This design comes from an exercise in tuning for small area on the open sky130 flow, not from production work.
At most, simulation tests tie the RTL to the original design; equivalence was not proved.
No activity file was given, so power comes from the tool's default toggle rates.

== run 1 ==
Design ekf_est, start of the top module:
module ekf_est (
    clk,
    n_rst,
    start,
    init,
    mode,
    i_b,
    v_t,
    ready,
    ekf_vrc,
    ekf_soc,
    ekf_done
);
Size in the first run: ~1800 cells after synthesis, roughly 17000 sq um of cells after synthesis.
export LEC_CHECK = 0
export ABC_AREA = 1
export CAP_MARGIN = 20
export CORE_MARGIN = 2
export CORE_UTILIZATION = 60
export CTS_BUF_LIST = sky130_fd_sc_hd__clkbuf_2 sky130_fd_sc_hd__clkbuf_4 sky130_fd_sc_hd__clkbuf_8
export PLACE_DENSITY = 0.7
export SLEW_MARGIN = 20
create_clock -name core_clock -period 20.0 [get_ports {clk}]
run.sh (not shown) runs the stock make flow with config.mk's settings and CLKGATE_MAP_FILE= SYNTH_SCRIPT=/design/flow/synth_recipe.tcl, a recipe that flattens the netlist after the stock synthesis.
Run 1 reached the end of the flow, and the finished layout is clean on the timing, design-rule and antenna checks.
Input-level comparison between run 2 and run 1:
--- a/flow/design.v
+++ b/flow/design.v
@@ -38,15 +38,16 @@
 reg [4:0] st;
 reg [6:0] c;
 reg [6:0] lastc;
 always @(*) begin
     case (st)
         S_A: lastc = 7'd56;
         S_B: lastc = 7'd51;
-        S_C, S_G, S_J, S_K: lastc = 7'd47;
+        S_C, S_K: lastc = 7'd47;
+        S_G, S_J: lastc = 7'd48;
         S_D: lastc = 7'd73;
         S_E, S_F, S_H, S_I, S_M, S_O: lastc = 7'd47;
         S_L: lastc = 7'd48;
         S_N, S_P: lastc = 7'd71;
         S_INIT: lastc = 7'd23;
         default: lastc = 7'd0;
     endcase
@@ -74,15 +75,16 @@
 reg [23:0] XS, XR, P1, P2, P3, P4;
 reg [24:0] VT;
 reg [4:0] IBS;
 reg FAST;
 reg [1:0] BAND;
 reg [47:0] D;
 reg [23:0] K1, K2;
-reg [23:0] ACCA, ACCB;
+reg [23:0] ACCA;
+reg [24:0] ACCB;
 reg [4:0] MSACC;
 reg NEGF;
 assign ekf_soc = XS;
 wire K1Z = (K1 == 24'h800000);
 wire K2Z = (K2 == 24'h800000);
 assign ekf_vrc = XR;
 wire [6:0] xsi = XS[22:16];
@@ -151,32 +153,32 @@
         S_N, S_P: begin cb = K2Z ? 24'd0 : K2; b_neg = 1'b1; sb_raw = D[0]; b_on = (c <= 7'd47); b_msb = (c == 7'd47); end
         S_G, S_J: begin cb = K2; end
         default: ;
     endcase
 end
 reg seen_b;
 wire sb = divm | (b_on & sb_raw & (~b_msb | seen_b));
-wire subb = divm ? ~(ACCB[23] ^ K2[23]) : (b_msb ^ b_neg);
+wire subb = divm ? ~(ACCB[24] ^ K2[23]) : (b_msb ^ b_neg);
 wire [24:0] addb = ({25{sb}} & {cb[23], cb}) ^ {25{subb}};
-wire [24:0] ainb = divm ? {ACCB, D[47]} : {ACCB[23], ACCB};
+wire [24:0] ainb = ACCB;
 reg [24:0] sumb;
 reg cyb;
 integer ib;
 always @(*) begin
     cyb = subb;
     for (ib = 0; ib < 25; ib = ib + 1) begin
         sumb[ib] = ainb[ib] ^ addb[ib] ^ cyb;
         cyb = (ainb[ib] & addb[ib]) | (ainb[ib] & cyb) | (addb[ib] & cyb);
     end
 end
 wire pb = sumb[0];
 wire kbzero = (K2 == 24'd0);
 wire qbit = ~sumb[24] | kbzero;
 always @(posedge clk) begin
-    ACCB <= last ? 24'd0 : (divm ? sumb[23:0] : sumb[24:1]);
+    ACCB <= last ? 25'd0 : (divm ? {sumb[23:0], D[47]} : {sumb[24], sumb[24:1]});
     seen_b <= last ? 1'b0 : (seen_b | (b_on & sb_raw & ~b_msb));
 end
 function cbit;
     input [23:0] k;
     input [6:0] cc;
     input [6:0] off;
     integer i;
Findings:
Relative to run 1, run 2 improves total chip power. Against run 1, synthesized area in run 2 fell slightly. When the final numbers for run 2 and run 1 were put side by side, the wire length turned out to be smaller in run 2. Worst hold slack on run 2 is behind run 1. End of the critical path = ACCB[23]: run 1; end of the critical path = ACCA[22]: run 2. Fraction of area in clock buffers and inverters is lower on run 1. Lower cell count along the critical path goes to run 2 over run 1.
Only the layout flow was run in run 2; the RTL was not checked for function there.


Another version of the RTL of ekf_est (not shown whole).
Size: ~84 I/O pins, ~0.017 sq mm of cells after synthesis.
Design ekf_est, start of the top module:
module ekf_est (
    clk,
    n_rst,
    start,
    init,
    mode,
    i_b,
    v_t,
    ready,
    ekf_vrc,
    ekf_soc,
    ekf_done
);
input clk, n_rst;
input start;
input init;
input mode;
input [4:0] i_b;
input [23:0] v_t;
output ready;
output [23:0] ekf_vrc;
output [23:0] ekf_soc;
output ekf_done;
localparam [23:0] TH4_1 = 24'h03645a, TH4_2 = 24'h011d14, TH4_3 = 24'h01fbe7;
localparam [23:0] TH5_1 = 24'h5d2474, TH5_2 = 24'h688659, TH5_3 = 24'h53d3c3;
localparam [23:0] A4_F = 24'h6aff26, A4_S = 24'hadf77e;
localparam [23:0] A42_F = 24'h597b91, A42_S = 24'h348cd8;
localparam [23:0] B1_F = 24'hff463e, B1_S = 24'hf8be67;
localparam [23:0] B2_F = 24'h00b729, B2_S = 24'h0727a3;
localparam [23:0] DT_F = 24'h03ea03, DT_S = 24'h0a5753;
localparam [23:0] QC = 24'h000346;       
localparam [23:0] SOC_CH = 24'h010000, SOC_DIS = 24'h640000;
reg [4:0] ph;
always @(posedge clk or negedge n_rst) begin
    if (!n_rst) ph <= 5'd0;
    else ph <= (ph == 5'd23) ? 5'd0 : ph + 5'd1;
end
localparam [1:0] M_IDLE = 2'd0, M_WAIT = 2'd1, M_RUN = 2'd2, M_DONE = 2'd3;
reg [1:0] md;
reg [5:0] fr;
reg INITF, MODE;
wire accept = (md == M_IDLE) && start;
always @(posedge clk or negedge n_rst) begin
    if (!n_rst) begin
        md <= M_IDLE;
    end else begin
        case (md)
            M_IDLE: if (start) md <= (ph == 5'd23) ? M_RUN : M_WAIT;
            M_WAIT: if (ph == 5'd23) md <= M_RUN;
            M_RUN: if ((ph == 5'd23) && (INITF || (fr == 6'd37))) md <= M_DONE;
  ...
==> flow/config.mk <==
export PLATFORM = sky130hd
export DESIGN_NAME = ekf_est
export DESIGN_NICKNAME = ekf_est
export VERILOG_FILES = /design/flow/design.v
export SDC_FILE = /design/flow/constraint.sdc
export NUM_CORES = 8
export LEC_CHECK = 0
export ABC_AREA = 1
export CAP_MARGIN = 20
export CORE_MARGIN = 2
export CORE_UTILIZATION = 60
export CTS_BUF_LIST = sky130_fd_sc_hd__clkbuf_2 sky130_fd_sc_hd__clkbuf_4 sky130_fd_sc_hd__clkbuf_8
export PLACE_DENSITY = 0.7
export SLEW_MARGIN = 20
==> flow/constraint.sdc <==
create_clock -name core_clock -period 20.0 [get_ports {clk}]
set_input_delay 4.0000 -clock core_clock [delete_from_list [all_inputs] [get_ports {clk}]]
set_output_delay 4.0000 -clock core_clock [all_outputs]
set_load 0.01 [all_outputs]
standard.sh (not shown) runs the stock make flow with config.mk's settings and CLKGATE_MAP_FILE= SYNTH_SCRIPT=/design/flow/synth_recipe.tcl, a recipe that flattens the netlist after the stock synthesis.
==> flow/flow/run.sh <==
#!/bin/bash
# The standard layout, with three changes: the port buffers are the smallest
# buffer cell, clock tree synthesis adds no dummy loads and uses larger clusters,
# and after placement sizing the resizer recovers area on paths with slack.
set -euo pipefail
export BUFFER_PORTS_ARGS="-buffer_cell sky130_fd_sc_hd__buf_1"
export CTS_ARGS="-sink_clustering_enable -repair_clock_nets -dont_use_dummy_load -sink_clustering_size 15 -sink_clustering_max_diameter 80 -buf_list {sky130_fd_sc_hd__clkbuf_8}"
export POST_RESIZE_TCL="$PWD/flow/recover.tcl"
bash standard.sh > standard_flow.log 2>&1
==> flow/flow/recover.tcl <==
# After placement sizing: with the large setup slack, let the resizer shrink
# cells on paths that have slack to spare (area recovery).
estimate_parasitics -placement
repair_timing -recover_power 100 -verbose
Then changed:
--- a/flow/design.v
+++ b/flow/design.v
@@ -134,23 +134,25 @@
 wire [1:0] hb = (t0 | t624) ? band_x : BAND;
 wire fe = t0 ? fast_x : FAST;
 wire [23:0] TH4 = (hb == 2'd0) ? TH4_1 : ((hb == 2'd1) ? TH4_2 : TH4_3);
 wire [23:0] A4 = fe ? A4_F : A4_S;
 wire [23:0] A42 = FAST ? A42_F : A42_S;
 always @(posedge clk) begin
     if (t0) FAST <= fast_x;
     if (t0 | t624) BAND <= band_x;
 end
+wire K1Z = (K1 == 24'h800000);
+wire K2Z = (K2 == 24'h800000);
 wire a_k = tin(tf, 576, 600) | tin(tf, 677, 724) | tin(tf, 821, 868);
 wire a_neg = tin(tf, 677, 724) | tin(tf, 821, 868);
 wire a_a4 = tin(tf, 48, 71);
 wire a_a42 = tin(tf, 96, 119);
-wire [23:0] ca = a_k ? K1 : (a_a4 ? A4 : (a_a42 ? A42 : TH4));
+wire [23:0] ca = a_k ? (K1Z ? 24'd0 : K1) : (a_a4 ? A4 : (a_a42 ? A42 : TH4));
 wire a_on = tin(tf, 0, 22) | tin(tf, 48, 70) | tin(tf, 96, 118) | tin(tf, 144, 166) | tin(tf, 192, 214) |
             tin(tf, 360, 382) | tin(tf, 576, 599) | tin(tf, 624, 646) | tin(tf, 677, 723) |
             tin(tf, 768, 790) | tin(tf, 821, 867);
 wire a_first = tat(tf, 0) | tat(tf, 48) | tat(tf, 96) | tat(tf, 144) | tat(tf, 192) | tat(tf, 360) |
                tat(tf, 576) | tat(tf, 624) | tat(tf, 677) | tat(tf, 768) | tat(tf, 821);
 wire clra = ~filt | tat(tf, 47) | tat(tf, 95) | tat(tf, 143) | tat(tf, 191) | tat(tf, 359) | tat(tf, 575) |
             tat(tf, 623) | tat(tf, 676) | tat(tf, 767) | tat(tf, 820);
 reg sa_raw, sa_sg;
 always @(*) begin
@@ -186,19 +188,19 @@
     seen_a <= (seen_a & ~a_first) | (a_on & sa_raw);
     pseen_a <= pseen | suma[0];
     if (a_first) begin sgn_a <= sa_sg; neg_a <= a_neg; end
     par <= pa;
 end
 wire divm = tin(tf, 289, 337) | tin(tf, 457, 505);
 wire b_k = tin(tf, 580, 604) | tin(tf, 674, 721) | tin(tf, 818, 865);
 wire b_neg = tin(tf, 674, 721) | tin(tf, 818, 865);
 wire b_th = tin(tf, 146, 194);
-wire [23:0] cb = (divm | b_k) ? K2 : (b_th ? TH4 : A4);
+wire [23:0] cb = divm ? K2 : (b_k ? (K2Z ? 24'd0 : K2) : (b_th ? TH4 : A4));
 wire b_on = tin(tf, 0, 23) | tin(tf, 48, 71) | tin(tf, 146, 194) | tin(tf, 580, 604) | tin(tf, 674, 721) |
             tin(tf, 818, 865);
 wire b_msb = tat(tf, 23) | tat(tf, 71) | tat(tf, 194) | tat(tf, 604) | tat(tf, 721) | tat(tf, 865);
 wire clrb = ~filt | tat(tf, 47) | tat(tf, 144) | tat(tf, 288) | tat(tf, 456) | tat(tf, 579) | tat(tf, 673) |
             tat(tf, 817);
 reg s2, WREG;
 reg sb_raw;
 always @(*) begin
     sb_raw = D[47];
@@ -377,42 +379,37 @@
     if (tin(tf, 72, 95)) begin wP3 = 1'b1; dP3 = par; end
     if (tin(tf, 720, 742)) begin wP3 = 1'b1; dP3 = s2; end
     if (tat(tf, 767)) begin wP3 = 1'b1; dP3 = hold2; end
     if (tin(tf, 120, 143)) begin wP4 = 1'b1; dP4 = s1; end
     if (tin(tf, 864, 886)) begin wP4 = 1'b1; dP4 = s2; end
     if (tat(tf, 911)) begin wP4 = 1'b1; dP4 = hold2; end
 end
 wire shVT = vn_act | tin(tf, 576, 604);
 wire inVT = tin(tf, 576, 604) ? VT[0] : s4;
-reg kseen;
-wire kcap = tin(tf, 342, 364) | tin(tf, 507, 529);
-wire ksign = tat(tf, 385) | tat(tf, 553);
-wire kin = ksign ? (dn_out & kseen) : dn_out;
 wire shK1 = tin(tf, 342, 364) | tat(tf, 385);
 wire shK2 = tin(tf, 192, 214) | tat(tf, 218) | tin(tf, 507, 529) | tat(tf, 553);
-wire inK2 = tin(tf, 192, 218) ? s4 : kin;
+wire inK2 = tin(tf, 192, 218) ? s4 : dn_out;
 reg inD;
 always @(*) begin
     inD = D[0];
     if (tin(tf, 0, 47)) inD = s2;
     else if (tin(tf, 193, 240) | tin(tf, 361, 408)) inD = (tat(tf, 193) | tat(tf, 361)) ? 1'b0 : ((tat(tf, 240) | tat(tf, 408)) ? sk : sdel);
     else if (tin(tf, 241, 288) | tin(tf, 409, 456)) inD = dn_out;
     else if (tin(tf, 625, 672) | tin(tf, 769, 816)) inD = sk;
 end
 always @(posedge clk) begin
     XS <= {wXS ? dXS : XS[0], XS[23:1]};
     XR <= {wXR ? dXR : XR[0], XR[23:1]};
     P1 <= {wP1 ? dP1 : P1[0], P1[23:1]};
     P2 <= {wP2 ? dP2 : P2[0], P2[23:1]};
     P3 <= {wP3 ? dP3 : P3[0], P3[23:1]};
     P4 <= {wP4 ? dP4 : P4[0], P4[23:1]};
-    if (shK1) K1 <= {kin, K1[23:1]};
-    kseen <= kcap ? (kseen | dn_out) : (ksign ? 1'b0 : (kseen & (tin(tf, 365, 384) | tin(tf, 530, 552))));
+    if (shK1) K1 <= {dn_out, K1[23:1]};
     if (shK2) K2 <= {inK2, K2[23:1]};
     if (accept) VT <= {v_t[23], v_t};
     else if (shVT) VT <= {inVT, VT[24:1]};
     if (divm) D <= {D[46:0], qbit};
     else D <= {inD, D[47:1]};
     if (tat(tf, 240) | tat(tf, 408)) NEGF <= sk;
     else if (tat(tf, 337) | tat(tf, 505)) NEGF <= NEGF ^ K2[23];
 end
 endmodule
=> Synthesized area went down slightly; fmax is about the same; final area went down slightly; worst hold slack loses 0.012 ns; total power hardly moves; die area went down slightly; worst setup slack loses 0.034 ns.
Function not checked in the first run of this note: the RTL went through the layout flow alone.

re-timing with driven ports:
In the flow no input, the clock included, has a driving cell. The finished layouts below were timed again as built, in two steps. Step 1: set_driving_cell puts a clkbuf_16 on clk and a buf_2 on each other input, an assumption about the parent block. Step 2, shift: input delay + t, output delay - t, t = (earliest + latest rising clock arrival at the registers) / 2. This alone moves slack from input paths to output paths. a / b / c = no drivers / after step 1 / after step 2; a / b = the first two.
| run | t (ns) | setup slack, ns | clock arrival spread, ns | pins driven straight from the clock port |
|---|---|---|---|---|
| run 1 | 0.639 | 6.706 / 6.706 / 6.706 | 0.032 / 0.032 | 1 |
| run 2 | 0.631 | 7.220 / 7.220 / 7.220 | 0.049 / 0.050 | 1 |
| the first run of note 2 | 0.622 | 5.472 / 5.472 / 5.472 | 0.100 / 0.100 | 1 |
| the second run of note 2 | 0.643 | 5.438 / 5.438 / 5.438 | 0.067 / 0.068 | 1 |
After both steps every run listed still meets setup and hold.
